Background: an optimization exercise with open tools, aiming at small area, a short achievable clock period and few clock cycles. Do not read the settings as production practice.
At most, simulation tests tie the RTL to the original design; equivalence was not proved.
Function not checked in run 4: the RTL went through the layout flow alone.
No activity file was given, so power comes from the tool's default toggle rates.

**flow/flow/run.sh**
```bash
#!/bin/bash
# The standard layout with three changes:
#  - synthesis is synth_recipe.tcl with ORFS's synth.tcl, except that ABC maps
#    the combinational logic with flow/abc.script (registers are untouched:
#    they are mapped before ABC runs, so names, count and cells stay those of
#    the standard synthesis);
#  - plain buf_1 cells as the port buffers (the resizer sizes them up where
#    timing needs it);
#  - one tie cell shared by the constant outputs.
set -euo pipefail
here=$(pwd)
export BUFFER_PORTS_ARGS="-buffer_cell sky130_fd_sc_hd__buf_1"
export SKIP_REPAIR_TIE_FANOUT=1
export ABC_SCRIPT_X=$here/flow/abc.script
sed 's|^source \$::env(SCRIPTS_DIR)/synth_preamble.tcl|&\nset abc_args [lreplace $abc_args 1 1 $::env(ABC_SCRIPT_X)]\nputs "abc_args: $abc_args"|' \
    "$FLOW_HOME/scripts/synth.tcl" > "$here/synth_abc.tcl"
grep -q 'ABC_SCRIPT_X' "$here/synth_abc.tcl"
sed "s|\$::env(SCRIPTS_DIR)/synth.tcl|$here/synth_abc.tcl|" synth_recipe.tcl > "$here/synth_top.tcl"
grep -q 'synth_abc.tcl' "$here/synth_top.tcl"
sed "s|SYNTH_SCRIPT=[^ ]*|SYNTH_SCRIPT=$here/synth_top.tcl|" standard.sh > "$here/own.sh"
grep -q 'synth_top.tcl' "$here/own.sh"
bash "$here/own.sh" > standard_flow.log 2>&1
```
**flow/flow/abc.script**
```
strash
&get -n
&st
&dch
&nf -R 1000
&put
topo
stime -c
buffer -c
upsize -c
dnsize -c
```
**flow/standard.sh**
```bash
#!/bin/bash
# synth_recipe.tcl (not shown) runs the flow's synth.tcl, then flattens the netlist and writes it again
# the make line also repeats each setting of config.mk as NAME=value (left out here)
make -C /OpenROAD-flow-scripts/flow DESIGN_CONFIG=/design/flow/config.mk WORK_HOME=/design/flow/orfs CLKGATE_MAP_FILE= SYNTH_SCRIPT=/design/flow/synth_recipe.tcl "${@:-finish}"
```
**flow/config.mk**
```make
export PLATFORM = sky130hd
export DESIGN_NAME = stream_comp_invoke_top_module_FSM_1
export DESIGN_NICKNAME = stream_comp_invoke_top_module_FSM_1
export VERILOG_FILES = /design/flow/design.v
export SDC_FILE = /design/flow/constraint.sdc
export NUM_CORES = 4
export LEC_CHECK = 0
export CAP_MARGIN = 20
export CORE_MARGIN = 2
export CORE_UTILIZATION = 55
export SETUP_SLACK_MARGIN = 2.25
export SLEW_MARGIN = 20
```
**flow/constraint.sdc**
```tcl
create_clock -name core_clock -period 5.0 [get_ports {clk}]
set_input_delay 1.0000 -clock core_clock [delete_from_list [all_inputs] [get_ports {clk}]]
set_output_delay 1.0000 -clock core_clock [all_outputs]
set_load 0.01 [all_outputs]
```
**flow/design.v**
```verilog
`timescale 1ns/1ps
module stream_comp_invoke_top_module_FSM_1
        #(parameter width = 10)(
        input clk, rst,
        input [width - 1 : 0] data_in_fifo,
        input [width - 1 : 0] length_in_fifo,
        input [width - 1 : 0] command_in_fifo,
        input invoke,
        input [1 : 0] next_mode_in,
        output rd_data_in_fifo,
        output rd_length_in_fifo,
        output rd_command_in_fifo,
        output [width - 1 : 0] length,
        output FC,
        output wr_out_fifo1,
        output [width - 1 : 0] result_out);
    reg [3 : 0] len_q;
    reg k1_q, k0_q;
    wire mm = ~k1_q;                  
    wire mx = k0_q;                   
    wire sm = k1_q & k0_q;            
    reg [3 : 0] cnt;
    wire busy = (cnt != 4'd0);
    wire last = (cnt == 4'd1);
    reg [width - 1 : 0] acc;
    wire inv1 = invoke & ~next_mode_in[0] & ~next_mode_in[1];
    wire inv2 = invoke & next_mode_in[0];
    wire inv3 = invoke & next_mode_in[1];
    wire ld1 = invoke & (next_mode_in[0] ~^ next_mode_in[1]);
    assign rd_command_in_fifo = inv1;
    assign rd_length_in_fifo = inv1;
    assign rd_data_in_fifo = inv2 | busy;
    assign wr_out_fifo1 = inv3;
    assign FC = (invoke & (~next_mode_in[0] | (len_q == 4'd1))) | last;
    assign result_out = acc;
    assign length = {{(width - 4){1'b0}}, inv1 ? length_in_fifo[3 : 0] : len_q};
    wire cmd_mm = (command_in_fifo[width - 1 : 1] == 0);
    always @(posedge clk)
    begin
        if (ld1)
        begin
            len_q <= length_in_fifo[3 : 0];
            k1_q <= ~cmd_mm;
            k0_q <= cmd_mm ? command_in_fifo[0] : (command_in_fifo == 2);
        end
    end
    always @(posedge clk)
    begin
        if (!rst)
            cnt <= 4'd0;
        else if (inv2 | busy)
            cnt <= (inv2 ? len_q : cnt) - 4'd1;
    end
    wire [width - 1 : 0] opb = sm ? acc : ~acc;
    wire [width - 1 : 0] pg [0 : 4];
    wire [width - 1 : 0] pp [0 : 4];
    wire [width - 1 : 0] hx = data_in_fifo ^ opb;
    assign pg[0] = (data_in_fifo & opb) | {{(width - 1){1'b0}}, hx[0] & ~sm};
    assign pp[0] = hx;
    genvar gl, gi;
    generate
        for (gl = 0; gl < 4; gl = gl + 1)
        begin : lvl
            for (gi = 0; gi < width; gi = gi + 1)
            begin : bt
                if ((gi >> gl) & 1)
                begin : comb
                    assign pg[gl + 1][gi] = pg[gl][gi] | (pp[gl][gi] & pg[gl][((gi >> gl) << gl) - 1]);
                    assign pp[gl + 1][gi] = pp[gl][gi] & pp[gl][((gi >> gl) << gl) - 1];
                end
                else
                begin : pass
                    assign pg[gl + 1][gi] = pg[gl][gi];
                    assign pp[gl + 1][gi] = pp[gl][gi];
                end
            end
        end
    endgenerate
    wire [width : 0] s = {pg[4][width - 1], hx ^ {pg[4][width - 2 : 0], ~sm}};
    wire take_d = inv2 | (mm & (s[width] ~^ mx));
    always @(posedge clk)
    begin
        if (!rst)
            acc <= 0;
        else if (inv2 | busy)
        begin
            if (take_d)
                acc <= data_in_fifo;
            else if (sm)
                acc <= s[width - 1 : 0];
        end
    end
endmodule
```
==> reports/qor.csv, run 1 <==
stage;metric;value;unit
outcome;outcome;timing/DRC/antenna clean;
power;peak supply drop;505;uV
floorplanning;die area;3070;um2
worst_hold_path;hold-critical path endpoint;acc[9];
worst_setup_path;R2R Path Start;k1_q;
sta;skew final;0.0116;ns
placement;dpl hpwl;2270;um
synthesis;Mapped Avg Cell Area;9.87;um2
route;DRC;0;
synthesis;Syn Inst Count;147;
worst_setup_path;Critical Path End Type;flop;
worst_setup_path;CP startpoint kind;flop;
global_route;first-pass GRT wire length;5610;um
sta;max-slew violations;0;
global_route;GR Util All Layers;22.9;%
placement;Final GP Congestion;0.734;
route;DRC marker count from the first detailed-route iteration;25;
floorplanning;total core area;2500;um2
floorplanning;DIE HEIGHT;55.4;um
sta;final setup fails;0;
synthesis;Post-Syn Area;1450;um2
placement;PortBufs;47;
floorplanning;Die Wd;55.4;um
clock_tree;Worst-path clk slew;0.11;ns
sta;Min Clock Period, post-route;2.89;ns
power;Lkg Pwr;0.859;nW
worst_setup_path;reg2reg path depth;12;
synthesis;Post-synth EDFFs;6;
final_layout;share of layout cells above drive strength 1;32.7;%
worst_setup_path;Cell Chain, Critical Path;nand2_4, buf_4, xor2_4, ha_1, a31oi_4, o31a_2, o21ai_2, xor2_1, o21a_4, buf_12, mux2_4, a21oi_2;
worst_setup_path;r2r endpoint;acc[4];
clock_tree;clock sink count;20;
floorplanning;row count;18;
route;via/cell ratio;5.53;
placement;placed insts;214;
final_layout;# diodes;0;
sta;Worst-Margin Slew;0.638;ns
final_layout;non-filler cells, final;238;
global_route;initial antenna violation count;0;
worst_setup_path;slowest CP cell;edfxtp_1;
route;Detail Route Antenna Nets;0;
worst_setup_path;crit path DAT;3.13;ns
worst_setup_path;flop2flop setup slack;2.11;ns
clock_tree;CTS tree;done;
worst_hold_path;hold_sp;acc[9];
final_layout;Core Util, Final;81.4;%
sta;Fmax;346;MHz
flow_run;max-cap violations;0;
worst_setup_path;Crit Path Class;reg2reg;
worst_hold_path;worst hold path type;reg2reg;
synthesis;register area share after synthesis;31.7;%
global_route;largest net degree at the start of global routing;13;
clock_tree;# hold bufs at CTS;0;
placement;DP Area;1640;um2
clock_tree;CTS H-tree lvls;1;
synthesis;asr flop ratio synth;0;%
floorplanning;IO Pins;60;
sta;Setup TNS;0;ns
sta;unrepaired setup endpoints after global routing;yes;
global_route;number of global-route vias before repair;1229;
final_layout;nets;257;
floorplanning;Starting Density;58.1;%
route;Routed WL per cell;15.3;um
worst_setup_path;CP max stage delay;0.49;ns
final_layout;synthesis-to-finish area growth;40.2;%
global_route;grt ovf;0;
final_layout;Fillers;162;
route;via count;1317;
route;routed wire length;3630;um
worst_setup_path;crit-path max FO;7;
clock_tree;Root Buffer Master;clkbuf_4;
clock_tree;CTS buffer count;3;
sta;Rel. slew slack;57.4;%
power;pwr dens;604;nW/um2
sta;final worst path period share;57.7;%
sta;Hold Fails Final Rpt;0;
final_layout;final instance area;2030;um2
synthesis;Post-Syn Nets;195;
synthesis;Synth Flop Type;dfxtp_1;
clock_tree;Clock Tree Buf Depth;2;
synthesis;flops & latches, synth;20;
synthesis;synth unique cells;36;
worst_setup_path;CP required;5.24;ns
worst_hold_path;worst hold path stage count;2;
clock_tree;worst skew pair latency;0.31;ns
route;drt pass-1 iters;4;
synthesis;Ys Warns;1;
[synth_stat cells (all sizes together), types with 2 or more instances]
cell type / count / area, um2
nor2: 5 / 18.8
xnor2: 5 / 43.8
clkbuf: 2 / 7.51
nor3: 4 / 20.0
nand3: 2 / 10.0
buf: 9 / 68.8
o21ai: 13 / 68.8
inv: 6 / 22.5
dfxtp: 14 / 280
a211oi: 2 / 20.0
a21o: 2 / 15.0
a21oi: 15 / 78.8
mux2i: 10 / 100
fa: 4 / 80.1
nand2: 8 / 30.0
ha: 9 / 113
mux2: 7 / 90.1
edfxtp: 6 / 180
xor2: 13 / 114
[per-layer routing]
| layer | GRT usage, % | up-vias | share of wire [%] | wire [um] |
|---|---|---|---|---|
| li1 | - | 641 | - | - |
| met1 | 27.3 | 639 | 41 | 1510 |
| met2 | 41.8 | 29 | 54 | 1950 |
| met3 | 5.85 | 8 | 3.5 | 126 |
| met4 | 3.48 | 0 | 1.4 | 51 |
| met5 | 0 | - | 0 | 0 |
[timing repair]
action / CTS / global route
buffers inserted: 12 / 5
resized for setup: 29 / 23
pin swaps: 9 / 14
endpoints found under the setup margin: 15 / 15
cloned: 2 / 1
[worst max-delay path, delay by kind of cell (launching register included)]
family                   cells  cell delay, ns
multiplexers                 1            0.31
flip-flops                   1            0.49
buffers and inverters        2            0.32
XOR/XNOR                     2            0.35
AO/OA/AOI/OAI                5            0.89
adder cells (fa/ha/maj)      1            0.33
AND/OR/NAND/NOR              1            0.13
[how the worst max path moves through the flow]
stage	startpoint	to	cells past startpoint	slack [ns]
3_3_place_gp	data_in_fifo[0]	acc[8]	13	1.45
6_report	k1_q	acc[4]	12	2.11
5_1_grt	k0_q	acc[4]	14	1.98
4_1_cts	data_in_fifo[1]	acc[4]	12	2.13
2_1_floorplan	data_in_fifo[0]	acc[1]	11	2.07
3_5_place_dp	data_in_fifo[0]	acc[1]	13	1.46
[kinds of logic after synthesis]
group                    share of synthesized area [%]
AO/OA/AOI/OAI                                     16.6
AND/OR/NAND/NOR                                   7.33
flip-flops                                        31.7
XOR/XNOR                                          10.9
multiplexers                                      13.1
buffers and inverters                             6.81
adder cells (fa/ha/maj)                           13.3
other                                            0.258
[state kept, by name (all words and copies together) (netlist names)]
name   flops
k0_q       1
k1_q       1
cnt        4
len_q      4
acc       10
[per-stage QoR]
stage	hold slack [ns]	worst slack, ns	power (mW)
2_1_floorplan	0.578	2.07	0.766
3_3_place_gp	0.560	1.45	0.860
3_5_place_dp	0.568	1.46	0.886
4_1_cts	0.582	2.13	1.14
5_1_grt	0.590	1.98	1.32
6_report	0.556	2.11	1.23
[cells in the final DEF, fill, tap and decap left out, types with 2 or more instances in the layout]
| master | instances |
|---|---|
| buf_4 | 15 |
| a21oi_1 | 8 |
| nand3_1 | 2 |
| clkbuf_4 | 3 |
| a21o_1 | 2 |
| fa_1 | 3 |
| dfxtp_1 | 14 |
| edfxtp_1 | 6 |
| buf_6 | 10 |
| buf_12 | 2 |
| inv_2 | 2 |
| inv_1 | 4 |
| o21ai_1 | 3 |
| xnor2_1 | 5 |
| buf_1 | 39 |
| nor2_1 | 5 |
| mux2_4 | 7 |
| o21ai_0 | 4 |
| a21oi_2 | 6 |
| nor3_1 | 4 |
| o21ai_2 | 6 |
| nand2_2 | 2 |
| ha_1 | 8 |
| xor2_1 | 11 |
| mux2i_1 | 9 |
| nand2_1 | 6 |
[layout make-up]
class / count / area [um2] / area share (%)
Sequential cell: 20 / 460 / 22.6
Timing Repair Buffer: 67 / 417 / 20.5
Clock buffer: 3 / 22.5 / 1.11
Inverter: 6 / 22.5 / 1.11
Multi-Input combinational cell: 111 / 1040 / 51.4
Tap cell: 30 / 37.5 / 1.85
Clock inverter: 1 / 30.0 / 1.48
[report_power, final]
group / internal [mW] / total, mW / switching [mW]
Combinational: 0.406 / 0.807 / 0.401
Clock: 0.0811 / 0.134 / 0.0532
Sequential: 0.225 / 0.287 / 0.0613
Total: 0.713 / 1.23 / 0.515
Testbench counts, summed over its fixed seeds: cycles 17,953.
==> run 2: changes to the inputs <==
--- a/flow/config.mk
+++ b/flow/config.mk
@@ -7,6 +7,6 @@
 export LEC_CHECK = 0
 export CAP_MARGIN = 20
 export CORE_MARGIN = 2
-export CORE_UTILIZATION = 55
+export CORE_UTILIZATION = 65
 export SETUP_SLACK_MARGIN = 2.25
 export SLEW_MARGIN = 20
==> run 2 against run 1 <==
Effect of this change:
- synthesized area is the same
- the run now fails in global routing
- synthesized cell count is the same
==> reports/qor.csv, run 2 <==
stage;metric;value;unit;change
outcome;outcome;stopped before the end;;
outcome;Stopped at;global routing;;
outcome;Error;[ERROR DPL-0033] detailed placement checks failed during check placement.;;
clock_tree;Clock Tree Buf Depth;2;;unchanged
synthesis;Post-synth top cells;a21oi_1, dfxtp_1, xor2_1;;
clock_tree;CTS buffer count;3;;unchanged
clock_tree;# hold bufs at CTS;0;;unchanged
global_route;largest net degree at the start of global routing;13;;
floorplanning;IO Pins;60;;unchanged
sta;WEP type;register input;;
clock_tree;Root Buffer Master;clkbuf_4;;
synthesis;Syn Inst Count;147;;unchanged
synthesis;synth top area cells;dfxtp_1, edfxtp_1, xor2_1;;
placement;placed insts;212;;-0.93%
placement;PortBufs;47;;unchanged
synthesis;Post-synth EDFFs;6;;unchanged
floorplanning;row count;17;;-1
placement;Final GP Congestion;0.678;;-7.7%
floorplanning;Die Wd;51.3;um;-7.4%
floorplanning;Starting Density;66.9;%;+8.8 points
global_route;initial antenna violation count;0;;
synthesis;area leader, netlist;dfxtp_1;;
floorplanning;DIE HEIGHT;51.3;um;-7.4%
synthesis;Mapped Avg Cell Area;9.87;um2;unchanged
synthesis;flops & latches, synth;20;;unchanged
clock_tree;clock sink count;20;;unchanged
synthesis;Post-Syn Nets;195;;unchanged
synthesis;Post-Syn Area;1450;um2;unchanged
clock_tree;CTS H-tree lvls;1;;unchanged
placement;DP Area;1640;um2;-0.15%
placement;dpl hpwl;2370;um;+4.4%
sta;worst_ep grt;acc[0]$_SDFFE_PN0P_/D;;
synthesis;area share of the largest cell type after synthesis;19.3;%;unchanged
synthesis;synth unique cells;36;;unchanged
synthesis;asr flop ratio synth;0;%;unchanged
synthesis;Synth Flop Type;dfxtp_1;;
synthesis;register area share after synthesis;31.7;%;unchanged
synthesis;Ys Warns;1;;unchanged
## run 2: cell counts after synthesis
No cell type changed its count.
## run 2: kinds of logic after synthesis
group / after synthesis / share of synthesized area [%]
compound gates: 38 / 16.6
mux: 17 / 13.1
buf+inv: 17 / 6.81
fa+ha+maj: 13 / 13.3
xor+xnor: 18 / 10.9
flops: 20 / 31.7
other cells: 1 / 0.258
simple gates: 23 / 7.33
## run 2: power by group through the flow
stage          logic, mW  clock network (mW)  registers [mW]
2_1_floorplan      0.480                   0           0.287
3_3_place_gp       0.581                   0           0.272
3_5_place_dp       0.614                   0           0.276
4_1_cts            0.701               0.119           0.273
## run 2: repair_timing
item,in CTS
cloned,1
gates resized for setup,23
endpoints found under the setup margin,15
pin swaps,7
endpoints found under the hold margin,0
setup buffers,14
## run 2: stage by stage
stage	setup WS, ns	util [%]
2_1_floorplan	2.07	-
3_3_place_gp	1.48	75.5
3_5_place_dp	1.38	75.5
4_1_cts	2.10	86.8
## run 2: worst max-delay path by stage
stage,startpoint,endpoint,slack (ns),cells after the start
3_5_place_dp,data_in_fifo[0],acc[8],1.38,13
3_3_place_gp,data_in_fifo[0],acc[4],1.48,13
2_1_floorplan,data_in_fifo[0],acc[1],2.07,11
4_1_cts,data_in_fifo[1],acc[8],2.10,12
==> run 3: changes to the inputs <==
==> flow/flow/abc.script (replaced) <==
strash
dch
map -B 0.9
topo
stime -c
--- a/flow/config.mk
+++ b/flow/config.mk
@@ -8,5 +8,5 @@
 export CAP_MARGIN = 20
 export CORE_MARGIN = 2
 export CORE_UTILIZATION = 65
-export SETUP_SLACK_MARGIN = 2.25
+export SETUP_SLACK_MARGIN = 2.0
 export SLEW_MARGIN = 20
==> run 3 against run 2 <==
Effect of this change:
- now clean on timing, DRC and antenna
- synthesized cell count grew 63%
- synthesized area is 10% higher
==> reports/qor.csv, run 3 <==
stage;metric;value;unit;change
floorplanning;Starting Density;70.3;%;+3.4 points
final_layout;max reg flops;10;;
sta;Hold Fails Final Rpt;0;;
route;drt pass-1 iters;4;;
floorplanning;Die Wd;53.6;um;+4.6%
synthesis;area leader, netlist;nand2_1;;
sta;Setup TNS;0;ns;
outcome;outcome;timing/DRC/antenna clean;;
global_route;grt ovf;0;;
global_route;met1 Use GR;31.9;%;
global_route;largest net degree at the start of global routing;21;;
worst_setup_path;Top Family by Delay on Critical Path;buffers and inverters;;
worst_setup_path;Crit Path Class;in2out;;
sta;Worst-Margin Slew;0.546;ns;
worst_setup_path;Worst Setup SP;invoke;;
worst_setup_path;Critical Path End Type;output pin;;
final_layout;share of layout cells above drive strength 1;4.91;%;
final_layout;biggest regs;acc: 10 flops, cnt: 4 flops, len_q: 4 flops;;
synthesis;count leader, synth;nand2_1;;
synthesis;Syn Inst Count;239;;+63%
worst_setup_path;flop2flop setup slack;2.33;ns;
synthesis;synth unique cells;21;;-42%
synthesis;Post-synth top cells;nand2_1, clkinv_1, nor2_1;;
synthesis;register area share after synthesis;28.8;%;-3.0 points
worst_setup_path;slowest CP cell;nor3_4;;
flow_run;max-cap violations;0;;
floorplanning;IO Pins;60;;unchanged
global_route;GRT Max-Usage Layer;met2;;
sta;Fmax;334;MHz;
sta;Rel. slew slack;63.6;%;
worst_setup_path;crit-path max FO;4;;
placement;PortBufs;47;;unchanged
sta;Min Clock Period, post-route;2.99;ns;
final_layout;commonest non-fill, non-tap cells in the layout;nand2_1, buf_1, clkinv_1;;
sta;unrepaired setup endpoints after global routing;no;;
worst_setup_path;Cell Chain, Critical Path;clkbuf_2, clkinv_1, nor3_4, buf_4, nand2_1, o21ai_0, buf_1;;
global_route;M2 GR Usage;44.7;%;
clock_tree;CTS tree;done;;
route;DRC marker count from the first detailed-route iteration;25;;
final_layout;# diodes;0;;
sta;max-slew violations;0;;
global_route;GR Util All Layers;25.3;%;
clock_tree;Root Buffer Master;clkbuf_4;;
worst_hold_path;worst hold path type;reg2reg;;
worst_hold_path;hold_sp;acc[2];;
synthesis;Ys Warns;1;;unchanged
final_layout;final instance area;1850;um2;
worst_setup_path;buffers and inverters on the worst path;4;;
power;Lkg Pwr;0.835;nW;
floorplanning;total core area;2280;um2;
worst_setup_path;CP startpoint kind;input port;;
synthesis;flops & latches, synth;20;;unchanged
final_layout;Reg with most FFs;acc;;
synthesis;Post-synth EDFFs;6;;unchanged
synthesis;Post-Syn Area;1600;um2;+10%
clock_tree;# hold bufs at CTS;0;;unchanged
worst_setup_path;R2R Path Start;k0_q;;
final_layout;synthesis-to-finish area growth;15.6;%;
placement;Final GP Congestion;0.835;;+23%
clock_tree;CTS buffer count;3;;unchanged
global_route;number of global-route vias before repair;1336;;
synthesis;asr flop ratio synth;0;%;unchanged
global_route;first-pass GRT wire length;5350;um;
route;Detail Route Antenna Nets;0;;
route;routed wire length;3410;um;
sta;skew final;0.00600;ns;
route;Routed WL per cell;10.9;um;
final_layout;Core Util, Final;81.3;%;
clock_tree;clock sink count;20;;unchanged
synthesis;area share of the largest cell type after synthesis;18.3;%;-1.0 points
synthesis;Synth Flop Type;dfxtp_1;;
floorplanning;die area;2880;um2;
worst_setup_path;CP required;4.00;ns;
clock_tree;Clock Tree Buf Depth;2;;unchanged
global_route;initial antenna violation count;0;;
global_route;grt met3 use;5.56;%;
power;pwr dens;498;nW/um2;
route;via count;1587;;
worst_setup_path;crit path DAT;1.99;ns;
route;via/cell ratio;5.07;;
synthesis;synth top area cells;nand2_1, dfxtp_1, edfxtp_1;;
clock_tree;Worst-path clk slew;0.11;ns;
floorplanning;DIE HEIGHT;53.6;um;+4.6%
power;peak supply drop;397;uV;
placement;DP Area;1760;um2;+7.6%
synthesis;Mapped Avg Cell Area;6.70;um2;-32%
sta;final worst path period share;59.9;%;
floorplanning;row count;17;;unchanged
final_layout;nets;334;;
clock_tree;CTS H-tree lvls;1;;unchanged
worst_setup_path;CP max stage delay;0.22;ns;
route;DRC;0;;
synthesis;Post-Syn Nets;287;;+47%
placement;dpl hpwl;2440;um;+3.2%
clock_tree;worst skew pair latency;0.31;ns;
sta;final setup fails;0;;
final_layout;most common cell after layout, fill and taps aside;nand2_1;;
[run 3: changes by cell type after synthesis, moves of 5 or more]
cell and delta:
clkinv_1 +37, nand2_1 +70, mux2i_1 -10, nor2_1 +23, o21ai_0 -5, a21oi_1 -9, inv_1 -6, nand3_1 +14
[run 3: path summary, 6_finish.rpt]
path                     to  cells past startpoint
setup reg to reg     acc[6]                     17
setup / recovery  length[3]                      7
hold / removal       acc[2]                      4
hold reg to reg      acc[2]                      4
[run 3: through the flow]
| step | hold WS [ns] | total power, mW | cells | worst slack (ns) |
|---|---|---|---|---|
| floorplan | 0.543 | 0.696 | 239 | 2.05 |
| CTS | 0.547 | 0.907 | 311 | 1.90 |
| finish | 0.543 | 0.921 | 313 | 2.01 |
| global route | 0.580 | 1.02 | 313 | 1.96 |
| detailed placement | 0.525 | 0.816 | 307 | 1.39 |
| global placement | 0.517 | 0.800 | 307 | 1.45 |
[run 3: logic make-up after synthesis]
logic type	share of synthesized area, %
other	0.234
DFF	28.8
xor gates and xnor gates	8.21
buffers and inverters	12.0
adders and majority gates	12.0
and+or+nand+nor	33.4
AOI/OAI and AO/OA	5.39
[run 3: layer usage]
layer | part of all wire (%) | vias up
li1 | - | 833
met1 | 47 | 705
met2 | 47 | 47
met3 | 5.9 | 2
met4 | 0.32 | 0
met5 | 0 | -
[run 3: where the power goes]
| part | total (mW) | internal [mW] | switching, mW |
|---|---|---|---|
| registers | 0.255 | 0.217 | 0.0386 |
| clock network | 0.0816 | 0.0292 | 0.0525 |
| logic | 0.584 | 0.226 | 0.358 |
[run 3: tightest hold or removal path, delay by kind of cell, from the launching register on]
kind	cells	cell delay, ns
buf+inv	1	0.05
flops	1	0.35
simple gates	3	0.12
[run 3: layout make-up]
class                      count  area (um2)
timing repair buffer          49         193
clock inverter                 1        3.75
sequential                    20         460
inverter                      37         139
tap                           28        35.0
fill                         175         425
multi-input combinational    175         997
clock buffer                   3        22.5
[run 3: what timing repair did]
item                       CTS  global route
hold endpoints to repair     0             0
gates resized for setup      4             7
pin swaps                    0             1
setup endpoints to repair   13            15
buffers inserted             0             2
cloned                       0             0
==> run 4: changes to the inputs <==
--- a/flow/design.v
+++ b/flow/design.v
@@ -27,9 +27,9 @@
     wire inv2 = invoke & next_mode_in[0];
     wire inv3 = invoke & next_mode_in[1];
     wire ld1 = invoke & (next_mode_in[0] ~^ next_mode_in[1]);
-    assign rd_command_in_fifo = inv1;
-    assign rd_length_in_fifo = inv1;
-    assign rd_data_in_fifo = inv2 | busy;
+    assign rd_command_in_fifo = ld1;
+    assign rd_length_in_fifo = ld1;
+    assign rd_data_in_fifo = (invoke & next_mode_in[0] & ~next_mode_in[1]) | busy;
     assign wr_out_fifo1 = inv3;
     assign FC = (invoke & (~next_mode_in[0] | (len_q == 4'd1))) | last;
     assign result_out = acc;
==> flow/flow/abc.script (replaced) <==
strash
&get -n
&st
&dch
&nf -R 1000
&put
topo
stime -c
buffer -c
upsize -c
dnsize -c
==> run 4 against run 3 <==
Effect of this change:
- combinational power up 28%
- critical path type is now in2reg
- first-iteration DRC count is 52% higher
- worst setup slack lost 0.076 ns
- sequential power is 12% higher
- via count decreased by 12%
==> reports/qor.csv, run 4 <==
stage;metric;value;unit;change
final_layout;area of the multi-input gates;1040;um2;+3.9%
clock_tree;# hold bufs at CTS;0;;unchanged
route;DRC marker count from the first detailed-route iteration;38;;+52%
route;drt pass-1 iters;4;;unchanged
final_layout;synthesis-to-finish area growth;30.8;%;
clock_tree;Clock Tree Buf Depth;2;;unchanged
final_layout;Fillers;100;;-43%
floorplanning;total core area;2170;um2;-4.7%
worst_setup_path;CP max stage delay;0.37;ns;+0.15 ns
worst_setup_path;Cell Chain, Critical Path;clkbuf_2, a21oi_2, fa_2, inv_2, a31oi_4, o31a_2, o21ai_2, xor2_1, o21a_4, buf_8, mux2i_1, a21oi_1;;
floorplanning;row count;17;;unchanged
placement;dpl hpwl;2290;um;-6.3%
synthesis;Synth Flop Type;dfxtp_1;;
floorplanning;Die Wd;51.3;um;-4.3%
power;peak supply drop;386;uV;-2.7%
final_layout;nets;258;;-23%
synthesis;count leader, synth;a21oi_1;;
placement;placed insts;214;;-30%
worst_setup_path;Critical Path End Type;flop;;
route;DRC;0;;unchanged
final_layout;Reg with most FFs;acc;;
synthesis;Syn Inst Count;150;;-37%
synthesis;Post-Syn Area;1460;um2;-9.0%
floorplanning;Starting Density;67.1;%;-3.2 points
sta;Min Clock Period, post-route;3.07;ns;+0.0760 ns
synthesis;flops & latches, synth;20;;unchanged
power;Lkg Pwr;0.819;nW;-1.9%
final_layout;non-filler cells, final;237;;-24%
sta;final worst path period share;61.4;%;+1.5 points
clock_tree;Worst-path clk slew;0.12;ns;about the same
final_layout;storage element area;460;um2;unchanged
placement;Final GP Congestion;0.783;;-6.3%
route;via/cell ratio;5.89;;+16%
synthesis;register area share after synthesis;31.6;%;+2.8 points
power;pwr dens;593;nW/um2;+19%
worst_setup_path;crit-path max FO;8;;+4
sta;worst hold slack;0.581;ns;+0.0380 ns
clock_tree;clock sink count;20;;unchanged
final_layout;max reg flops;10;;unchanged
final_layout;share of layout cells above drive strength 1;22.5;%;+18 points
outcome;outcome;timing/DRC/antenna clean;;
final_layout;most common cell after layout, fill and taps aside;buf_1;;
global_route;first-pass GRT wire length;5040;um;-5.8%
worst_hold_path;worst hold path stage count;2;;-2
synthesis;asr flop ratio synth;0;%;unchanged
clock_tree;CTS tree;done;;
final_layout;biggest regs;acc: 10 flops, cnt: 4 flops, len_q: 4 flops;;
synthesis;area share of the largest cell type after synthesis;19.2;%;+0.95 points
synthesis;Post-synth EDFFs;6;;unchanged
route;Routed WL per cell;17.5;um;+61%
sta;Hold Fails Final Rpt;0;;unchanged
floorplanning;DIE HEIGHT;51.3;um;-4.3%
sta;Setup TNS;0;ns;unchanged
clock_tree;Root Buffer Master;clkbuf_4;;
worst_hold_path;worst hold path type;reg2reg;;
flow_run;max-cap violations;0;;unchanged
synthesis;area leader, netlist;dfxtp_1;;
final_layout;commonest non-fill, non-tap cells in the layout;buf_1, a21oi_1, dfxtp_1;;
global_route;initial antenna violation count;0;;unchanged
worst_setup_path;crit path DAT;3.26;ns;+1.27 ns
clock_tree;CTS buffer count;3;;unchanged
synthesis;Ys Warns;1;;unchanged
worst_setup_path;CP startpoint kind;input port;;
route;Detail Route Antenna Nets;0;;unchanged
worst_setup_path;slowest CP cell;o31a_2;;
worst_setup_path;Crit Path Class;in2reg;;
placement;PortBufs;47;;unchanged
worst_setup_path;CP required;5.19;ns;+1.19 ns
route;routed wire length;4160;um;+22%
clock_tree;CTS H-tree lvls;1;;unchanged
sta;unrepaired setup endpoints after global routing;yes;;
synthesis;Post-synth top cells;a21oi_1, dfxtp_1, xor2_1;;
synthesis;synth unique cells;35;;+67%
sta;skew final;0.00745;ns;+0.00144 ns
global_route;grt ovf;0;;unchanged
sta;final setup fails;0;;unchanged
worst_setup_path;reg2reg path depth;13;;-4
synthesis;synth top area cells;dfxtp_1, edfxtp_1, xor2_1;;
floorplanning;die area;2640;um2;-8.3%
global_route;GR Util All Layers;25.7;%;+0.48 points
global_route;largest net degree at the start of global routing;13;;-38%
floorplanning;IO Pins;60;;unchanged
clock_tree;worst skew pair latency;0.30;ns;about the same
sta;max-slew violations;0;;unchanged
sta;Fmax;326;MHz;-2.5%
final_layout;# diodes;0;;unchanged
synthesis;Mapped Avg Cell Area;9.71;um2;+45%
global_route;number of global-route vias before repair;1186;;-11%
route;via count;1397;;-12%
synthesis;Post-Syn Nets;198;;-31%
==> run 4: routing by layer <==
metal / vias up / part of all wire (%) / global-route usage (%)
met1: 659 / 36 / 28.4
met4: 0 / 4.5 / 7.89
met3: 20 / 6.3 / 2.63
met2: 72 / 53 / 50.9
li1: 646 / - / -
met5: - / 0 / 0
==> run 4: path summary, 6_finish.rpt <==
path | endpoint | slack [ns] | start
hold reg to reg | acc[7] | 0.58 | acc[7]
setup reg to reg | acc[3] | 1.94 | k1_q
setup / recovery | acc[3] | 1.93 | data_in_fifo[0]
hold / removal | acc[7] | 0.58 | acc[7]
==> run 4: power by group <==
part	internal (mW)	total, mW	leakage [nW]	switching, mW
sequential	0.225	0.285	0.173	0.0597
combinational	0.349	0.749	0.626	0.401
clock	0.0444	0.0954	0.0210	0.0510
total	0.619	1.13	0.819	0.511
==> run 4: kinds of logic (layout without fill, tap and decap cells) <==
kind of cell / after synthesis / count (layout) / share of synthesized area, %
DFF: 20 / 20 / 31.6
and+or+nand+nor: 24 / 25 / 7.56
adders and majority gates: 13 / 13 / 13.2
xor gates and xnor gates: 18 / 18 / 10.8
muxes: 17 / 17 / 13.1
AOI/OAI and AO/OA: 39 / 42 / 16.3
other: 1 / 1 / 0.257
buffers and inverters: 18 / 73 / 7.04
==> run 4: metrics by stage <==
| step | utilization [%] | area, um2 | setup slack [ns] | power [mW] |
|---|---|---|---|---|
| 6_report | 87.8 | 1910 | 1.93 | 1.13 |
| 5_1_grt | 87.8 | 1910 | 1.89 | 1.20 |
| 4_1_cts | 77.4 | 1680 | 2.00 | 0.981 |
| 3_5_place_dp | 73.5 | 1590 | 0.988 | 0.849 |
| 3_3_place_gp | 73.5 | 1590 | 1.05 | 0.814 |
| 2_1_floorplan | - | 1460 | 2.04 | 0.733 |
==> run 4: what timing repair did <==
item	4_1_cts	5_1_grt
setup endpoints to repair	16	16
buffers inserted	0	15
resized for setup	7	16
pin swaps	1	11
gates cloned	1	3
==> run 4: layout make-up <==
class,count,share of cell area (%)
clock buffers,4,1.90
inverters,7,1.38
multi-input cells,116,54.4
flip-flops and latches,20,24.2
well taps,28,1.84
repair buffers,62,16.3
==> run 4: worst max-delay path: cells and delay by family <==
family	cells	cell delay, ns
mux	1	0.25
xor+xnor	1	0.18
fa+ha+maj	1	0.35
compound gates	6	1.06
buf+inv	3	0.41
==> run 5: changes to the inputs <==
--- a/flow/design.v
+++ b/flow/design.v
@@ -27,9 +27,9 @@
     wire inv2 = invoke & next_mode_in[0];
     wire inv3 = invoke & next_mode_in[1];
     wire ld1 = invoke & (next_mode_in[0] ~^ next_mode_in[1]);
-    assign rd_command_in_fifo = ld1;
-    assign rd_length_in_fifo = ld1;
-    assign rd_data_in_fifo = (invoke & next_mode_in[0] & ~next_mode_in[1]) | busy;
+    assign rd_command_in_fifo = inv1;
+    assign rd_length_in_fifo = inv1;
+    assign rd_data_in_fifo = inv2 | busy;
     assign wr_out_fifo1 = inv3;
     assign FC = (invoke & (~next_mode_in[0] | (len_q == 4'd1))) | last;
     assign result_out = acc;
--- a/flow/flow/run.sh
+++ b/flow/flow/run.sh
@@ -1,16 +1,20 @@
 #!/bin/bash
-# The standard layout with three changes:
+# The standard layout with these changes:
 #  - synthesis is synth_recipe.tcl with ORFS's synth.tcl, except that ABC maps
 #    the combinational logic with flow/abc.script (registers are untouched:
 #    they are mapped before ABC runs, so names, count and cells stay those of
 #    the standard synthesis);
 #  - plain buf_1 cells as the port buffers (the resizer sizes them up where
 #    timing needs it);
-#  - one tie cell shared by the constant outputs.
+#  - one tie cell shared by the constant outputs;
+#  - no dummy clock loads in CTS, clkbuf_8 clock buffers.
 set -euo pipefail
 here=$(pwd)
 export BUFFER_PORTS_ARGS="-buffer_cell sky130_fd_sc_hd__buf_1"
 export SKIP_REPAIR_TIE_FANOUT=1
+# Standard CTS arguments, without the dummy loads CTS adds for balancing,
+# and with clkbuf_8 clock buffers (keeps the flip-flop clock slew low).
+export CTS_ARGS="-sink_clustering_enable -repair_clock_nets -dont_use_dummy_load -buf_list sky130_fd_sc_hd__clkbuf_8"
 export ABC_SCRIPT_X=$here/flow/abc.script
 sed 's|^source \$::env(SCRIPTS_DIR)/synth_preamble.tcl|&\nset abc_args [lreplace $abc_args 1 1 $::env(ABC_SCRIPT_X)]\nputs "abc_args: $abc_args"|' \
     "$FLOW_HOME/scripts/synth.tcl" > "$here/synth_abc.tcl"
==> run 5 against run 4 <==
Effect of this change:
- hold slack worse by 0.026 ns
- synthesized cell count fell by 2.0%
- first-iteration DRC count is 5.3% higher
- sequential share of layout area down 0.42 points
- register-to-register slack better by 0.06 ns
- via count is 0.93% higher
- cell area rose by 1.8%
- critical path type unchanged
==> reports/qor.csv, run 5 <==
stage;metric;value;unit;change
power;Lkg Pwr;0.819;nW;about the same
global_route;GR Util All Layers;27.3;%;+1.6 points
placement;pre-CTS setup slack;1.30;ns;+0.311 ns
clock_tree;Clock Tree Buf Depth;2;;unchanged
worst_setup_path;Crit Path Class;in2reg;;
final_layout;commonest non-fill, non-tap cells in the layout;buf_1, dfxtp_1, buf_4;;
final_layout;Reg with most FFs;acc;;
final_layout;max reg flops;10;;unchanged
worst_setup_path;flop2flop setup slack;2.00;ns;+0.06 ns
sta;Min Clock Period, post-route;3.04;ns;-0.0338 ns
synthesis;Post-Syn Nets;195;;-1.5%
synthesis;register area share after synthesis;31.7;%;+0.11 points
worst_setup_path;CP max stage delay;0.39;ns;+0.02 ns
placement;placed insts;211;;-1.4%
global_route;initial antenna violation count;0;;unchanged
synthesis;Post-Syn Area;1450;um2;-0.34%
sta;Fmax;329;MHz;+1.1%
power;Internal;676;uW;+9.2%
synthesis;area leader, netlist;dfxtp_1;;
floorplanning;Starting Density;66.9;%;-0.23 points
clock_tree;CTS buffer count;3;;unchanged
sta;Rel. slew slack;63.5;%;
sta;unrepaired setup endpoints after global routing;no;;
power;Tot Pwr;1.22;mW;+7.9%
sta;final setup fails;0;;unchanged
floorplanning;Die Wd;51.3;um;-0.16%
route;Routed WL per cell;17.8;um;+1.3%
synthesis;Ys Warns;1;;unchanged
final_layout;area of the multi-input gates;1050;um2;+1.6%
outcome;outcome;timing/DRC/antenna clean;;
final_layout;nets;257;;-0.39%
synthesis;area share of the largest cell type after synthesis;19.3;%;+0.066 points
power;sequential share of power;22.9;%;-2.3 points
worst_setup_path;CP required;5.18;ns;about the same
floorplanning;IO Pins;60;;unchanged
sta;skew final;0.00904;ns;+0.00159 ns
power;Psw;543;uW;+6.2%
placement;DP Area;1600;um2;about the same
global_route;largest net degree at the start of global routing;13;;unchanged
worst_hold_path;hold_sp;acc[3];;
placement;dpl hpwl;2160;um;-5.7%
synthesis;Mapped Avg Cell Area;9.87;um2;+1.7%
clock_tree;worst skew pair latency;0.26;ns;-0.04 ns
synthesis;Post-synth top cells;a21oi_1, dfxtp_1, xor2_1;;
final_layout;final instance area;1940;um2;+1.8%
route;DRC marker count from the first detailed-route iteration;40;;+5.3%
global_route;first-pass GRT wire length;5480;um;+8.6%
sta;Hold Fails Final Rpt;0;;unchanged
power;Clk network pwr share;8.8;%;+0.4 points
route;Detail Route Antenna Nets;0;;unchanged
sta;worst hold slack;0.555;ns;-0.0258 ns
flow_run;max-cap violations;0;;unchanged
synthesis;synth unique cells;36;;+2.9%
sta;final worst path period share;60.7;%;-0.68 points
final_layout;most common cell after layout, fill and taps aside;buf_1;;
synthesis;synth top area cells;dfxtp_1, edfxtp_1, xor2_1;;
final_layout;biggest regs;acc: 10 flops, cnt: 4 flops, len_q: 4 flops;;
synthesis;flops & latches, synth;20;;unchanged
worst_hold_path;worst hold path type;reg2reg;;
final_layout;share of layout cells above drive strength 1;25.6;%;+3.1 points
clock_tree;CTS tree;done;;
worst_setup_path;Critical Path End Type;flop;;
worst_setup_path;crit-path max FO;7;;-1
synthesis;Post-synth EDFFs;6;;unchanged
power;Sw Share;44.6;%;-0.69 points
route;routed wire length;4180;um;+0.48%
floorplanning;total core area;2170;um2;unchanged
floorplanning;die area;2630;um2;-0.31%
global_route;grt ovf;0;;unchanged
clock_tree;Root Buffer Master;clkbuf_8;;
route;DRC;0;;unchanged
clock_tree;CTS H-tree lvls;1;;unchanged
worst_setup_path;R2R Path Start;k1_q;;
sta;Worst-Margin Slew;0.547;ns;
floorplanning;row count;17;;unchanged
sta;max-slew violations;0;;unchanged
worst_setup_path;crit path DAT;3.22;ns;-0.04 ns
floorplanning;DIE HEIGHT;51.3;um;-0.16%
placement;PortBufs;47;;unchanged
synthesis;asr flop ratio synth;0;%;unchanged
synthesis;Synth Flop Type;dfxtp_1;;
clock_tree;clock sink count;20;;unchanged
route;via/cell ratio;6.00;;+1.8%
final_layout;synthesis-to-finish area growth;33.6;%;
power;peak supply drop;416;uV;+7.9%
worst_setup_path;Cell Chain, Critical Path;buf_1, inv_1, fa_2, inv_2, a31oi_4, o31a_2, o21ai_4, xor2_2, o21a_4, mux2_4, a21oi_2;;
worst_setup_path;Worst Setup SP;data_in_fifo[1];;
route;via count;1410;;+0.93%
sta;Setup TNS;0;ns;unchanged
final_layout;# diodes;0;;unchanged
final_layout;Core Util, Final;89.4;%;+1.6 points
worst_setup_path;CP startpoint kind;input port;;
sta;Worst Setup Slack, final;1.96;ns;+0.0338 ns
route;drt pass-1 iters;4;;unchanged
power;Comb pwr share;68.3;%;+2.0 points
global_route;number of global-route vias before repair;1279;;+7.8%
final_layout;storage element area;460;um2;unchanged
placement;Final GP Congestion;0.747;;-4.6%
power;pwr dens;628;nW/um2;+6.0%
worst_setup_path;slowest CP cell;fa_2;;
synthesis;Syn Inst Count;147;;-2.0%
clock_tree;Worst-path clk slew;0.08;ns;-0.04 ns
final_layout;non-filler cells, final;235;;-0.84%
final_layout;Fillers;103;;+3.0%
[run 5: area by class of cell]
| cell class | instances | share of cell area, % |
|---|---|---|
| timing repair buffer | 64 | 16.9 |
| tap | 28 | 1.81 |
| multi-input combinational | 114 | 54.3 |
| inverter | 6 | 1.16 |
| clock buffer | 3 | 2.13 |
| sequential | 20 | 23.7 |
[run 5: metal layers]
| layer | global-route usage [%] | share of wire [%] | up-vias |
|---|---|---|---|
| met5 | 0 | 0 | - |
| met4 | 9.21 | 5.5 | 0 |
| met3 | 4.09 | 7.1 | 26 |
| met2 | 51.1 | 49 | 80 |
| met1 | 31.6 | 38 | 661 |
| li1 | - | - | 643 |
[run 5: critical path, delay by kind of cell]
kind | cells | cell delay, ns
buffers and inverters | 3 | 0.25
AOI/OAI and AO/OA | 5 | 1.03
xor gates and xnor gates | 1 | 0.21
muxes | 1 | 0.34
adders and majority gates | 1 | 0.39
[run 5: path summary, 6_finish.rpt]
path / end / cells after the start
worst max-delay path: acc[8] / 11
worst min-delay path: acc[3] / 2
worst max register to register: acc[8] / 12
worst min register to register: acc[3] / 2
[run 5: logic make-up after synthesis]
| logic type | Yosys count | share of synthesized area (%) |
|---|---|---|
| mux | 17 | 13.1 |
| fa+ha+maj | 13 | 13.3 |
| other cells | 1 | 0.258 |
| flops | 20 | 31.7 |
| simple gates | 23 | 7.33 |
| compound gates | 38 | 16.6 |
| buf+inv | 17 | 6.81 |
| xor+xnor | 18 | 10.9 |
[run 5: repair_timing]
item | 4_1_cts | 5_1_grt
pin swaps | 5 | 14
cloned | 3 | 1
gates resized for setup | 11 | 19
setup endpoints to repair | 14 | 15
hold buffers | 0 | 0
setup buffers | 5 | 12
[run 5: power groups by stage]
| stage | Clock (mW) | Sequential (mW) | Combinational (mW) |
|---|---|---|---|
| after detailed placement | 0 | 0.273 | 0.574 |
| final | 0.108 | 0.279 | 0.832 |
| after floorplan | 0 | 0.285 | 0.448 |
| after global placement | 0 | 0.270 | 0.542 |
| after global routing | 0.112 | 0.284 | 0.888 |
| after CTS | 0.108 | 0.271 | 0.649 |
Testbench counts of run 5, summed over its fixed seeds: cycles 17,953.
==> run 6: changes to the inputs <==
==> flow/flow/run.sh (replaced) <==
#!/bin/bash
# The standard layout, with plain buf_1 cells as the port buffers (the
# resizer sizes them up where timing needs it) and one tie cell shared by
# the constant outputs.
set -euo pipefail
export BUFFER_PORTS_ARGS="-buffer_cell sky130_fd_sc_hd__buf_1"
export SKIP_REPAIR_TIE_FANOUT=1
bash standard.sh > standard_flow.log 2>&1
--- a/flow/config.mk
+++ b/flow/config.mk
@@ -5,8 +5,9 @@
 export SDC_FILE = /design/flow/constraint.sdc
 export NUM_CORES = 4
 export LEC_CHECK = 0
+export ABC_AREA = 1
 export CAP_MARGIN = 20
 export CORE_MARGIN = 2
-export CORE_UTILIZATION = 65
-export SETUP_SLACK_MARGIN = 2.0
+export CORE_UTILIZATION = 40
+export SETUP_SLACK_MARGIN = 2.3
 export SLEW_MARGIN = 20
removed: flow/flow/abc.script
==> run 6 against run 5 <==
Effect of this change:
- still clean
- utilization fell by 40 points
- cell area is 10% higher
- clock skew decreased by 0.0060 ns
- flip-flop and latch count unchanged
- critical path depth is 7 lower
- non-clock buffer count decreased by 10
==> reports/qor.csv, run 6 <==
stage;metric;value;unit;change
outcome;outcome;timing/DRC/antenna clean;;
synthesis;asr flop ratio synth;0;%;unchanged
floorplanning;DIE HEIGHT;70.2;um;+37%
sta;final setup fails;0;;unchanged
route;drt pass-1 iters;4;;unchanged
final_layout;commonest non-fill, non-tap cells in the layout;nand2_1, buf_1, inv_1;;
final_layout;max reg flops;10;;unchanged
route;DRC;0;;unchanged
final_layout;share of layout cells above drive strength 1;21.6;%;-4.0 points
final_layout;non-filler cells, final;343;;+46%
global_route;number of global-route vias before repair;1497;;+17%
final_layout;Reg with most FFs;acc;;
worst_setup_path;Crit Path Class;in2out;;
route;Detail Route Antenna Nets;0;;unchanged
route;Routed WL per cell;11.3;um;-37%
floorplanning;Die Wd;70.2;um;+37%
route;routed wire length;3860;um;-7.6%
clock_tree;clock sink count;20;;unchanged
power;peak supply drop;225;uV;-46%
clock_tree;# hold bufs at CTS;0;;unchanged
synthesis;Synth Flop Type;dfxtp_1;;
final_layout;synthesis-to-finish area growth;21.9;%;
sta;Setup TNS;0;ns;unchanged
worst_setup_path;CP startpoint kind;input port;;
floorplanning;Starting Density;40.9;%;-26 points
synthesis;flops & latches, synth;20;;unchanged
power;Lkg Pwr;1.04;nW;+27%
sta;Worst-Margin Slew;0.579;ns;+0.0316 ns
sta;max-slew violations;0;;unchanged
synthesis;Post-Syn Area;1750;um2;+21%
final_layout;biggest regs;acc: 10 flops, cnt: 4 flops, len_q: 4 flops;;
global_route;grt ovf;0;;unchanged
flow_run;max-cap violations;0;;unchanged
synthesis;area leader, netlist;dfxtp_1;;
power;pwr dens;523;nW/um2;-17%
placement;PortBufs;47;;unchanged
synthesis;complex-gate fraction of the synthesized area;5.56;%;-11 points
sta;Fmax;366;MHz;+11%
placement;dpl hpwl;2570;um;+19%
synthesis;XOR/XNOR share of the synthesized area;7.49;%;-3.4 points
sta;unrepaired setup endpoints after global routing;yes;;
global_route;largest net degree at the start of global routing;20;;+7
synthesis;synth top area cells;dfxtp_1, nand2_1, edfxtp_1;;
final_layout;most common cell after layout, fill and taps aside;nand2_1;;
sta;final worst path period share;54.6;%;-6.1 points
synthesis;area share of the largest cell type after synthesis;16.0;%;-3.3 points
synthesis;post-synthesis simple-gate area fraction;36.2;%;+29 points
floorplanning;die area;4930;um2;+88%
worst_setup_path;crit-path max FO;19;;+12
final_layout;nets;340;;+32%
sta;skew final;0.00307;ns;-0.00597 ns
synthesis;count leader, synth;nand2_1;;
sta;Hold Fails Final Rpt;0;;unchanged
sta;Min Clock Period, post-route;2.73;ns;-0.306 ns
worst_setup_path;CP required;4.00;ns;-1.18 ns
synthesis;Post-Syn Nets;292;;+50%
placement;placed insts;331;;+57%
synthesis;largest family of logic cells by synthesized area;simple AND/OR/NAND/NOR gates;;
clock_tree;CTS tree;done;;
synthesis;Syn Inst Count;244;;+66%
final_layout;final instance area;2140;um2;+10%
synthesis;Mapped Avg Cell Area;7.19;um2;-27%
clock_tree;Clock Tree Buf Depth;2;;unchanged
synthesis;synth unique cells;34;;-5.6%
synthesis;Ys Warns;1;;unchanged
final_layout;# diodes;0;;unchanged
synthesis;Post-synth EDFFs;6;;unchanged
clock_tree;worst skew pair latency;0.27;ns;about the same
clock_tree;CTS H-tree lvls;1;;unchanged
route;via/cell ratio;4.66;;-22%
placement;DP Area;1910;um2;+20%
worst_hold_path;worst hold path type;reg2reg;;
route;via count;1600;;+13%
worst_setup_path;crit path DAT;1.73;ns;-1.49 ns
clock_tree;Worst-path clk slew;0.09;ns;about the same
synthesis;register area share after synthesis;26.2;%;-5.5 points
global_route;initial antenna violation count;0;;unchanged
worst_setup_path;Critical Path End Type;output pin;;
floorplanning;row count;24;;+7
global_route;GR Util All Layers;16.8;%;-11 points
sta;Rel. slew slack;61.4;%;-2.1 points
synthesis;area share of fa/ha/maj cells after synthesis;11.0;%;-2.3 points
floorplanning;IO Pins;60;;unchanged
clock_tree;Root Buffer Master;clkbuf_8;;
final_layout;Core Util, Final;49.8;%;-40 points
synthesis;mux share of post-synthesis cell area;0;%;-13 points
clock_tree;CTS buffer count;3;;unchanged
synthesis;Post-synth top cells;nand2_1, inv_1, nor2_1;;
route;DRC marker count from the first detailed-route iteration;55;;+38%
global_route;first-pass GRT wire length;6610;um;+21%
placement;Final GP Congestion;0.802;;+7.4%
floorplanning;total core area;4290;um2;+98%
==> run 6: report_power, final <==
part,internal [mW],switching (mW)
sequential,0.217,0.0349
combinational,0.277,0.420
clock,0.107,0.0633
total,0.601,0.518
==> run 6: worst paths after layout <==
kind,startpoint,to,slack (ns),cells past startpoint
min reg2reg,acc[7],acc[7],0.54,4
max,invoke,rd_data_in_fifo,2.27,4
min,acc[7],acc[7],0.54,4
max reg2reg,k0_q,acc[9],2.43,15
==> run 6: stage by stage <==
stage	total power [mW]	setup slack (ns)	hold slack (ns)
floorplan	0.790	2.33	0.550
finish	1.12	2.27	0.542
CTS	1.12	2.28	0.546
global route	1.24	2.21	0.570
detailed placement	0.884	1.79	0.530
global placement	0.880	1.80	0.529
==> run 6: area by class of cell <==
cell class / count / area (um2)
fill: 435 / 2160
multi-input combinational: 176 / 1130
sequential: 20 / 460
timing repair buffer: 54 / 265
inverter: 37 / 144
tap: 52 / 65.1
clock buffer: 3 / 41.3
clock inverter: 1 / 30.0
==> run 6: kinds of logic (layout without fill, tap and decap cells) <==
logic type | count (synthesis) | count (layout)
xor gates and xnor gates | 15 | 15
and+or+nand+nor | 131 | 132
other | 1 | 1
buffers and inverters | 49 | 95
adders and majority gates | 13 | 13
DFF | 20 | 20
AOI/OAI and AO/OA | 15 | 15
==> run 6: per-layer routing <==
| metal | wire (um) | GRT usage, % |
|---|---|---|
| met4 | 36 | 3.85 |
| met5 | 0 | 0 |
| met1 | 1760 | 21.1 |
| met3 | 187 | 3.75 |
| met2 | 1870 | 29.0 |
==> run 6: what timing repair did <==
item | 4_1_cts | 5_1_grt
gates cloned | 1 | 0
setup endpoints to repair | 18 | 17
setup buffers | 6 | 1
pin swaps | 4 | 3
gates resized for setup | 22 | 15
==> run 6: worst max-delay path, cell delays in order <==
cell,delay [ns]
buf_8,0.11
nand2_4,0.23
nand3_4,0.21
buf_1,0.18
==> run 7: changes to the inputs <==
--- a/flow/config.mk
+++ b/flow/config.mk
@@ -8,6 +8,6 @@
 export ABC_AREA = 1
 export CAP_MARGIN = 20
 export CORE_MARGIN = 2
-export CORE_UTILIZATION = 40
-export SETUP_SLACK_MARGIN = 2.3
+export CORE_UTILIZATION = 65
+export SETUP_SLACK_MARGIN = 2.0
 export SLEW_MARGIN = 20
==> run 7 against run 6 <==
Effect of this change:
- still clean
- combinational power is 7.9% lower
- die area is 37% lower
- worst setup slack worse by 0.16 ns
- register-to-register slack worse by 0.07 ns
- utilization is 26 points higher
- wire length is 9.1% lower
- sequential share of layout area is 2.4 points higher
- critical path type unchanged
==> reports/qor.csv, run 7 <==
stage;metric;value;unit;change
clock_tree;CTS tree;done;;
final_layout;synthesis-to-finish area growth;9.56;%;
clock_tree;Root Buffer Master;clkbuf_4;;
worst_hold_path;worst hold path type;reg2reg;;
route;via count;1550;;-3.1%
floorplanning;DIE HEIGHT;56.0;um;-20%
floorplanning;IO Pins;60;;unchanged
synthesis;Syn Inst Count;244;;unchanged
power;sequential share of power;25.9;%;+3.4 points
synthesis;register area share after synthesis;26.2;%;unchanged
sta;unrepaired setup endpoints after global routing;no;;
synthesis;Mapped Avg Cell Area;7.19;um2;unchanged
synthesis;Synth Flop Type;dfxtp_1;;
final_layout;most common cell after layout, fill and taps aside;nand2_1;;
route;DRC marker count from the first detailed-route iteration;45;;-18%
worst_setup_path;slowest CP cell;buf_1;;
synthesis;area leader, netlist;dfxtp_1;;
power;Clk network pwr share;8.1;%;-7.1 points
outcome;outcome;timing/DRC/antenna clean;;
power;Comb pwr share;66.0;%;+3.7 points
synthesis;Post-synth top cells;nand2_1, inv_1, nor2_1;;
placement;PortBufs;47;;unchanged
final_layout;biggest regs;acc: 10 flops, cnt: 4 flops, len_q: 4 flops;;
route;DRC;0;;unchanged
worst_setup_path;R2R Path Start;k0_q;;
worst_setup_path;reg2reg path depth;17;;+2
worst_setup_path;crit path DAT;1.89;ns;+0.16 ns
sta;Worst-Margin Slew;0.541;ns;-0.0379 ns
global_route;first-pass GRT wire length;6040;um;-8.7%
power;Sw Share;49.2;%;+2.9 points
synthesis;largest family of logic cells by synthesized area;simple AND/OR/NAND/NOR gates;;
synthesis;area share of fa/ha/maj cells after synthesis;11.0;%;unchanged
power;Lkg Pwr;0.938;nW;-9.7%
synthesis;post-synthesis simple-gate area fraction;36.2;%;unchanged
floorplanning;row count;18;;-25%
synthesis;synth unique cells;34;;unchanged
worst_hold_path;hold_sp;acc[5];;
floorplanning;Starting Density;69.5;%;+29 points
worst_setup_path;flop2flop setup slack;2.36;ns;-0.07 ns
sta;Hold Fails Final Rpt;0;;unchanged
worst_setup_path;Critical Path End Type;output pin;;
clock_tree;Clock Tree Buf Depth;2;;unchanged
route;routed wire length;3510;um;-9.1%
final_layout;commonest non-fill, non-tap cells in the layout;nand2_1, buf_1, inv_1;;
synthesis;synth top area cells;dfxtp_1, nand2_1, edfxtp_1;;
synthesis;asr flop ratio synth;0;%;unchanged
synthesis;mux share of post-synthesis cell area;0;%;unchanged
global_route;GRT Max-Usage Layer;met2;;
worst_setup_path;CP required;4.00;ns;about the same
sta;max-slew violations;0;;unchanged
worst_setup_path;Top Family by Delay on Critical Path;buffers and inverters;;
global_route;initial antenna violation count;0;;unchanged
clock_tree;clock sink count;20;;unchanged
placement;Final GP Congestion;0.849;;+5.8%
synthesis;flops & latches, synth;20;;unchanged
sta;Rel. slew slack;64.0;%;+2.5 points
final_layout;Reg with most FFs;acc;;
route;Detail Route Antenna Nets;0;;unchanged
power;pwr dens;506;nW/um2;-3.2%
synthesis;Post-Syn Area;1750;um2;unchanged
worst_setup_path;buffers and inverters on the worst path;2;;unchanged
final_layout;# diodes;0;;unchanged
final_layout;Core Util, Final;76.2;%;+26 points
synthesis;Post-Syn Nets;292;;unchanged
route;drt pass-1 iters;4;;unchanged
clock_tree;CTS buffer count;3;;unchanged
flow_run;max-cap violations;0;;unchanged
worst_setup_path;Cell Chain, Critical Path;buf_1, nand2_4, nand3_2, buf_1;;
sta;Setup TNS;0;ns;unchanged
global_route;number of global-route vias before repair;1467;;-2.0%
sta;final worst path period share;57.9;%;+3.3 points
worst_hold_path;hold-critical path endpoint;acc[5];;
sta;Fmax;346;MHz;-5.7%
synthesis;count leader, synth;nand2_1;;
worst_hold_path;worst hold path stage count;4;;unchanged
worst_setup_path;CP startpoint kind;input port;;
sta;Min Clock Period, post-route;2.89;ns;+0.165 ns
power;peak supply drop;411;uV;+82%
worst_setup_path;r2r endpoint;acc[8];;
global_route;grt met3 use;6.05;%;+2.3 points
final_layout;nets;333;;-2.1%
power;Psw;479;uW;-7.6%
global_route;grt ovf;0;;unchanged
sta;worst hold slack;0.546;ns;+0.00395 ns
clock_tree;# hold bufs at CTS;0;;unchanged
route;via/cell ratio;4.94;;+5.8%
synthesis;complex-gate fraction of the synthesized area;5.56;%;unchanged
clock_tree;CTS H-tree lvls;1;;unchanged
global_route;met1 Use GR;29.7;%;+8.6 points
sta;final setup fails;0;;unchanged
worst_setup_path;Crit Path Class;in2out;;
final_layout;max reg flops;10;;unchanged
global_route;GR Util All Layers;24.3;%;+7.5 points
clock_tree;Worst-path clk slew;0.11;ns;+0.02 ns
worst_setup_path;CP max stage delay;0.31;ns;+0.08 ns
worst_setup_path;most frequent CP cell;buf_1;;
sta;skew final;0.00354;ns;+0.000465 ns
worst_setup_path;crit-path max FO;19;;unchanged
placement;dpl hpwl;2620;um;+1.7%
floorplanning;die area;3130;um2;-37%
floorplanning;total core area;2520;um2;-41%
synthesis;Post-synth EDFFs;6;;unchanged
global_route;largest net degree at the start of global routing;21;;+5.0%
synthesis;XOR/XNOR share of the synthesized area;7.49;%;unchanged
floorplanning;Die Wd;56.0;um;-20%
synthesis;Ys Warns;1;;unchanged
power;Internal;495;uW;-18%
clock_tree;worst skew pair latency;0.31;ns;+0.04 ns
synthesis;area share of the largest cell type after synthesis;16.0;%;unchanged
route;Routed WL per cell;11.2;um;-0.73%
final_layout;share of layout cells above drive strength 1;13.7;%;-7.9 points
global_route;M2 GR Usage;41.8;%;+13 points
run 7: cell counts after synthesis:
Identical to the previous run, type by type.
run 7: metrics by stage:
stage | power [mW] | cell area, um2 | setup slack (ns) | instances
final | 0.973 | 1920 | 2.11 | 314
after global routing | 1.08 | 1920 | 2.01 | 314
after CTS | 0.975 | 1910 | 2.04 | 313
after detailed placement | 0.893 | 1870 | 1.76 | 309
after global placement | 0.873 | 1870 | 1.81 | 309
after floorplan | 0.790 | 1750 | 2.29 | 244
run 7: kinds of logic after synthesis:
logic type | Yosys count
buf+inv | 49
xor+xnor | 15
simple gates | 131
compound gates | 15
flops | 20
other cells | 1
fa+ha+maj | 13
run 7: area by class of cell:
type	count	area (um2)
Sequential cell	20	460
Inverter	37	139
Multi-Input combinational cell	176	1080
Timing Repair Buffer	47	178
Fill cell	201	601
Clock buffer	3	22.5
Tap cell	30	37.5
Clock inverter	1	3.75
run 7: layer usage:
| layer | wire length, um | part of all wire, % |
|---|---|---|
| met1 | 1590 | 45 |
| met2 | 1710 | 49 |
| met3 | 176 | 5.0 |
| met4 | 30 | 0.86 |
| met5 | 0 | 0 |
run 7: power by group through the flow:
stage | logic, mW | registers, mW | clock network (mW)
2_1_floorplan | 0.521 | 0.268 | 0
3_3_place_gp | 0.619 | 0.254 | 0
3_5_place_dp | 0.638 | 0.255 | 0
4_1_cts | 0.642 | 0.251 | 0.0824
5_1_grt | 0.740 | 0.257 | 0.0881
6_report | 0.642 | 0.252 | 0.0792
run 7: worst register-to-register path: stages (launching register included):
cell and delay [ns]:
edfxtp_1 0.46, nand2_4 0.17, xor2_1 0.20, fa_1 0.39, inv_1 0.09, nand3_1 0.08, nand2_2 0.11, nand2_2 0.06
nand2_2 0.08, nand2_2 0.07, nand2_2 0.06, nand2_2 0.06, nand3_4 0.14, nand3_2 0.12, nand2_4 0.24, nand2_1 0.11
nand2_1 0.07, nor2_1 0.04
run 7: how the worst max path moves through the flow:
stage | cells after the start | start | end | slack (ns)
floorplan | 4 | next_mode_in[0] | length[1] | 2.29
global placement | 17 | data_in_fifo[0] | acc[4] | 1.81
detailed placement | 17 | data_in_fifo[0] | acc[8] | 1.76
CTS | 7 | invoke | length[1] | 2.04
global route | 7 | invoke | length[1] | 2.01
finish | 4 | next_mode_in[0] | rd_data_in_fifo | 2.11
run 7: timing repair:
item	in CTS	in global routing
pin swaps	0	1
gates resized for setup	1	2
endpoints found under the setup margin	4	14
setup buffers	0	0
cloned	0	1
==> run 8: changes to the inputs <==
--- a/flow/config.mk
+++ b/flow/config.mk
@@ -8,6 +8,6 @@
 export ABC_AREA = 1
 export CAP_MARGIN = 20
 export CORE_MARGIN = 2
-export CORE_UTILIZATION = 65
+export CORE_UTILIZATION = 80
 export SETUP_SLACK_MARGIN = 2.0
 export SLEW_MARGIN = 20
==> run 8 against run 7 <==
Effect of this change:
- the flow now stops in global routing
- synthesized area stayed put
- synthesized cell count unchanged
==> reports/qor.csv, run 8 <==
stage;metric;value;unit;change
synthesis;register area share after synthesis;26.2;%;unchanged
clock_tree;# hold bufs at CTS;0;;unchanged
synthesis;count leader, synth;nand2_1;;
clock_tree;CTS buffer count;3;;unchanged
floorplanning;IO Pins;60;;unchanged
synthesis;Mapped Avg Cell Area;7.19;um2;unchanged
synthesis;asr flop ratio synth;0;%;unchanged
floorplanning;row count;16;;-2
clock_tree;CTS H-tree lvls;1;;unchanged
synthesis;Post-synth top cells;nand2_1, inv_1, nor2_1;;
placement;Final GP Congestion;0.879;;+3.5%
synthesis;area share of the largest cell type after synthesis;16.0;%;unchanged
placement;PortBufs;47;;unchanged
placement;dpl hpwl;3480;um;+33%
floorplanning;DIE HEIGHT;50.8;um;-9.2%
synthesis;Synth Flop Type;dfxtp_1;;
sta;WEP type;primary output;;
placement;DP Area;1870;um2;-0.20%
clock_tree;Root Buffer Master;clkbuf_4;;
floorplanning;Die Wd;50.8;um;-9.2%
floorplanning;Starting Density;86.8;%;+17 points
synthesis;Post-Syn Area;1750;um2;unchanged
outcome;Stopped at;global routing;;
outcome;outcome;stopped before the end;;
synthesis;Syn Inst Count;244;;unchanged
synthesis;Post-Syn Nets;292;;unchanged
global_route;grt ovf;72;;
global_route;largest net degree at the start of global routing;21;;
synthesis;Ys Warns;1;;unchanged
synthesis;Post-synth EDFFs;6;;unchanged
synthesis;flops & latches, synth;20;;unchanged
synthesis;synth unique cells;34;;unchanged
global_route;GR Util All Layers;75.5;%;
sta;worst_ep grt;length[1];;
synthesis;area leader, netlist;dfxtp_1;;
clock_tree;Clock Tree Buf Depth;2;;unchanged
clock_tree;total setup buffers inserted after CTS;0;;unchanged
clock_tree;clock sink count;20;;unchanged
synthesis;synth top area cells;dfxtp_1, nand2_1, edfxtp_1;;
outcome;Error;[ERROR GRT-0232] Routing congestion too high. Check the congestion heatmap in the GUI.;;
run 8: cell counts after synthesis:
Identical to the previous run, type by type.
run 8: kinds of logic after synthesis:
family	Yosys count	synth area share (%)
buffers and inverters	49	13.3
AOI/OAI and AO/OA	15	5.56
and+or+nand+nor	131	36.2
adders and majority gates	13	11.0
DFF	20	26.2
xor gates and xnor gates	15	7.49
other	1	0.214
run 8: worst min-delay path by stage:
stage / from / end / slack, ns / cells past startpoint
CTS: acc[3] / acc[3] / 0.55 / 4
detailed placement: acc[2] / acc[2] / 0.54 / 4
global placement: acc[3] / acc[3] / 0.53 / 4
floorplan: cnt[0] / cnt[0] / 0.55 / 3
run 8: power by group through the flow:
stage / clock [mW] / sequential (mW) / combinational [mW]
2_1_floorplan: 0 / 0.268 / 0.521
3_3_place_gp: 0 / 0.255 / 0.608
3_5_place_dp: 0 / 0.257 / 0.664
4_1_cts: 0.138 / 0.255 / 0.702
run 8: timing repair:
| action | CTS |
|---|---|
| gates resized for setup | 2 |
| hold endpoints to repair | 0 |
| endpoints found under the setup margin | 12 |
| gates cloned | 0 |
run 8: metrics by stage:
| stage | total power [mW] | worst slack [ns] | hold WS [ns] | std cells |
|---|---|---|---|---|
| after floorplan | 0.790 | 2.29 | 0.550 | 244 |
| after global placement | 0.863 | 1.81 | 0.528 | 306 |
| after detailed placement | 0.921 | 1.58 | 0.535 | 306 |
| after CTS | 1.10 | 1.97 | 0.555 | 310 |
run 8: per-layer routing:
layer | GRT usage (%) | overflow
met1 | 71.5 | 0
met2 | 104 | 47
met3 | 44.4 | 0
met4 | 88.3 | 25
met5 | 0 | 0

## re-timing with driven ports
No port has a modelled driver above. Below, the same layouts with a new extraction and two added sets of constraints. Step 1 assumes that a clkbuf_16 drives the clock port and a buf_2 every other input. Step 2 also shifts input and output timing later by t, the mid clock arrival at the registers, as if the neighbouring blocks saw the same clock. Slacks: no drivers / after step 1 / after step 2; pairs: no drivers / after step 1.
run	shift t [ns]	setup WS [ns]	worst setup path at the end	latest minus earliest clock arrival (ns)	worst register clock-pin slew, ns
run 1	0.328	2.114 / 2.068 / 1.778	input to register	0.012 / 0.012	0.12 / 0.12
run 3	0.325	2.006 / 1.983 / 1.862	input to register	0.006 / 0.006	0.12 / 0.12
run 4	0.318	1.930 / 1.922 / 1.605	input to register	0.007 / 0.007	0.12 / 0.12
run 5	0.281	1.964 / 1.964 / 1.683	input to register	0.009 / 0.009	0.08 / 0.08
run 6	0.292	2.271 / 2.224 / 2.075	input to register	0.003 / 0.003	0.09 / 0.09
run 7	0.326	2.106 / 2.084 / 1.873	input to register	0.003 / 0.004	0.11 / 0.11
After both steps setup and hold are still met in every run listed. The setup slack of run 1, which loses most, moves by -0.046 ns with the drivers and by -0.336 ns with both steps.
